Context: an optimization exercise on an open-source flow, tuned for small area and a short achievable clock period. The choices shown serve that exercise and are no tape-out recipe. Function was checked by simulation only, so behaviour that the tests miss may differ from the original. No activity file was given, so power comes from the tool's default toggle rates.

maple:
==> flow/design.v (excerpt) <==
module DSP48A1_simplified (P, A, B, D, C, clk, rst_n);
  parameter OPERATION = "ADD";
  input [17:0] A, B, D;
  input [47:0] C;
  input clk, rst_n;
  output reg [47:0] P;
  reg [18:0] S;
  always @(posedge clk) S <= D + B;
  reg [9:0] BN, B1, B2;   
  reg [17:0] A_r;
  wire [21:0] sx = {2'b00, S, 1'b0};
  wire [2:0] bw0 = sx[2:0];
  wire [2:0] bw1 = sx[4:2];
  wire [2:0] bw2 = sx[6:4];
  wire [2:0] bw3 = sx[8:6];
  wire [2:0] bw4 = sx[10:8];
  wire [2:0] bw5 = sx[12:10];
  wire [2:0] bw6 = sx[14:12];
  wire [2:0] bw7 = sx[16:14];
  wire [2:0] bw8 = sx[18:16];
  wire [2:0] bw9 = sx[20:18];
  always @(posedge clk) begin
    A_r <= A;
    BN[0] <= rst_n & bw0[2] & ~(bw0[1] & bw0[0]);
    BN[1] <= rst_n & bw1[2] & ~(bw1[1] & bw1[0]);
    BN[2] <= rst_n & bw2[2] & ~(bw2[1] & bw2[0]);
    BN[3] <= rst_n & bw3[2] & ~(bw3[1] & bw3[0]);
    BN[4] <= rst_n & bw4[2] & ~(bw4[1] & bw4[0]);
    BN[5] <= rst_n & bw5[2] & ~(bw5[1] & bw5[0]);
  ...
Settings: LEC_CHECK=0, CAP_MARGIN=20, CORE_MARGIN=2, CORE_UTILIZATION=40, SETUP_SLACK_MARGIN=3.3, SLEW_MARGIN=20, SYNTH_HIERARCHICAL=1, TNS_END_PERCENT=0; clock period 6.5 ns.
standard.sh (not shown) runs the stock make flow with config.mk's settings and CLKGATE_MAP_FILE= SYNTH_SCRIPT=/design/flow/synth_recipe.tcl, a recipe that flattens the netlist after the stock synthesis.
==> flow/flow/run.sh <==
#!/bin/bash
# The standard layout (standard.sh: the standard synthesis, then ORFS to the
# routed layout), with two changes made through ORFS's own variables:
#  - the port buffers are plain buf_1 cells instead of the delay-cell buffers
#    that port buffering picks by default (every port still gets its own buffer);
#  - clock tree synthesis uses clkbuf_8 buffers with sink clusters of at most
#    14 flip-flops (80 um across) and no dummy loads, instead of clkbuf_16 leaves.
# All make/tool output goes to standard.log in this folder.
set -uo pipefail
export BUFFER_PORTS_ARGS="-buffer_cell sky130_fd_sc_hd__buf_1"
export CTS_ARGS="-sink_clustering_enable -repair_clock_nets -dont_use_dummy_load -buf_list sky130_fd_sc_hd__clkbuf_8 -sink_clustering_size 14 -sink_clustering_max_diameter 80"
bash standard.sh > standard.log 2>&1
Input changes introduced in onyx (baseline for comparison: maple):
- swapping 3.3 for 3.5 in SETUP_SLACK_MARGIN
Results
- onyx ran to completion and came out clean on the timing, design-rule and antenna checks.
- Across both runs, clock power was lower for onyx than for maple.
- From maple to onyx the numbers moved as follows: final area shows no meaningful change; leakage component of the power has remained practically unchanged.
- The clock network contribution to total cell area on maple is in line with that on onyx.
- The final critical delay including setup and external delays was comparable across maple and onyx.
- Per the comparison of onyx with maple, combinational group share of total power decreased by 0.7 points relative to the old numbers; power decreased by 180 uW relative to the old numbers.
Setup changes, onyx to tundra
- TNS_END_PERCENT removed (was 0)
==> flow/run.sh (new file) <==
#!/bin/bash
# synth_recipe.tcl (not shown) runs the flow's synth.tcl, then flattens the netlist and writes it again
# the make line also repeats each setting of config.mk as NAME=value (left out here)
make -C /OpenROAD-flow-scripts/flow DESIGN_CONFIG=/design/flow/config.mk WORK_HOME=/design/flow/orfs CLKGATE_MAP_FILE= SYNTH_SCRIPT=/design/flow/synth_recipe.tcl finish
removed: flow/flow/run.sh
removed: flow/standard.sh
## What came out
tundra vs onyx, capture point of the worst path: P[46] vs P[32]
On clock power, the lower figure sits with onyx, not tundra.
Relative to onyx, the maximum number of pins on one net before global-route repair measured on tundra has decreased slightly.
Compared with onyx, tundra is hungrier on power.
Setup changes, tundra to xenon
- TNS_END_PERCENT: unset -> 0
- SETUP_SLACK_MARGIN: 3.5 -> 3.4
==> flow/flow/run.sh (new file) <==
#!/bin/bash
# The standard layout (standard.sh: the standard synthesis, then ORFS to the
# routed layout), with two changes made through ORFS's own variables:
#  - the port buffers are plain buf_1 cells instead of the delay-cell buffers
#    that port buffering picks by default (every port still gets its own buffer);
#  - clock tree synthesis uses clkbuf_8 buffers with sink clusters of at most
#    14 flip-flops (80 um across) and no dummy loads, instead of clkbuf_16 leaves.
# All make/tool output goes to standard.log in this folder.
set -uo pipefail
export BUFFER_PORTS_ARGS="-buffer_cell sky130_fd_sc_hd__buf_1"
export CTS_ARGS="-sink_clustering_enable -repair_clock_nets -dont_use_dummy_load -buf_list sky130_fd_sc_hd__clkbuf_8 -sink_clustering_size 14 -sink_clustering_max_diameter 80"
bash standard.sh > standard.log 2>&1
==> flow/standard.sh (new file) <==
#!/bin/bash
# synth_recipe.tcl (not shown) runs the flow's synth.tcl, then flattens the netlist and writes it again
# the make line also repeats each setting of config.mk as NAME=value (left out here)
make -C /OpenROAD-flow-scripts/flow DESIGN_CONFIG=/design/flow/config.mk WORK_HOME=/design/flow/orfs CLKGATE_MAP_FILE= SYNTH_SCRIPT=/design/flow/synth_recipe.tcl "${@:-finish}"
removed: flow/run.sh
[summary]
From tundra to xenon, area after synthesis did not move at all. Number of distinct library cell variants in the gate-level netlist after synthesis came out exactly the same in tundra and xenon. The final critical-path share of the clock period of xenon falls short of that of tundra by 0.48 points. Summary of xenon over tundra: internal power now sits lower, pin count of the biggest net entering global routing now sits higher, combined buffer and inverter count along the critical path now sits lower. Total of plain and repair buffers excluding clock buffers shrinks by more than a quarter when moving from tundra to xenon. Fmax: xenon higher than tundra. Looking at routed length on met1, xenon sits below tundra. Clock group share of total power delta for xenon relative to tundra: 5.0 points lower. Taking xenon as 1.0, tundra lands at 1.19 on total power. xenon vs tundra, termination of the worst setup path: R2_18 vs P[46].

==> afterwards: timing with drivers on the ports <==
The flow's constraints put no driver on any port. The routed layouts listed below were extracted and timed again, unchanged, in two steps.
Step 1, drivers: a clkbuf_16 drives clk and a buf_2 each remaining input, both assumed.
Step 2 adds t to the input delays and takes it off the output delays; t is the mean of the earliest and latest rising clock arrival at the registers after step 1. Input paths then give back, and output paths get back, about the clock's delay inside the block.
a / b / c = no drivers / after step 1 / after step 2; a / b = the first two.
| run | t (ns) | setup WS [ns] | hold slack, ns | clock arrival spread, ns |
|---|---|---|---|---|
| maple | 0.593 | 3.342 / 3.342 / 2.938 | 0.406 / 0.406 / 0.406 | 0.062 / 0.062 |
| onyx | 0.576 | 3.341 / 3.341 / 2.844 | 0.426 / 0.426 / 0.426 | 0.037 / 0.037 |
| tundra | 0.603 | 3.344 / 3.344 / 2.910 | 0.413 / 0.413 / 0.413 | 0.026 / 0.027 |
| xenon | 0.578 | 3.375 / 3.375 / 3.044 | 0.398 / 0.398 / 0.398 | 0.045 / 0.045 |
After both steps setup and hold are still met in every run listed. For onyx, which loses most, drivers alone change the setup slack by 0.000 ns; drivers and shift together by -0.497 ns.
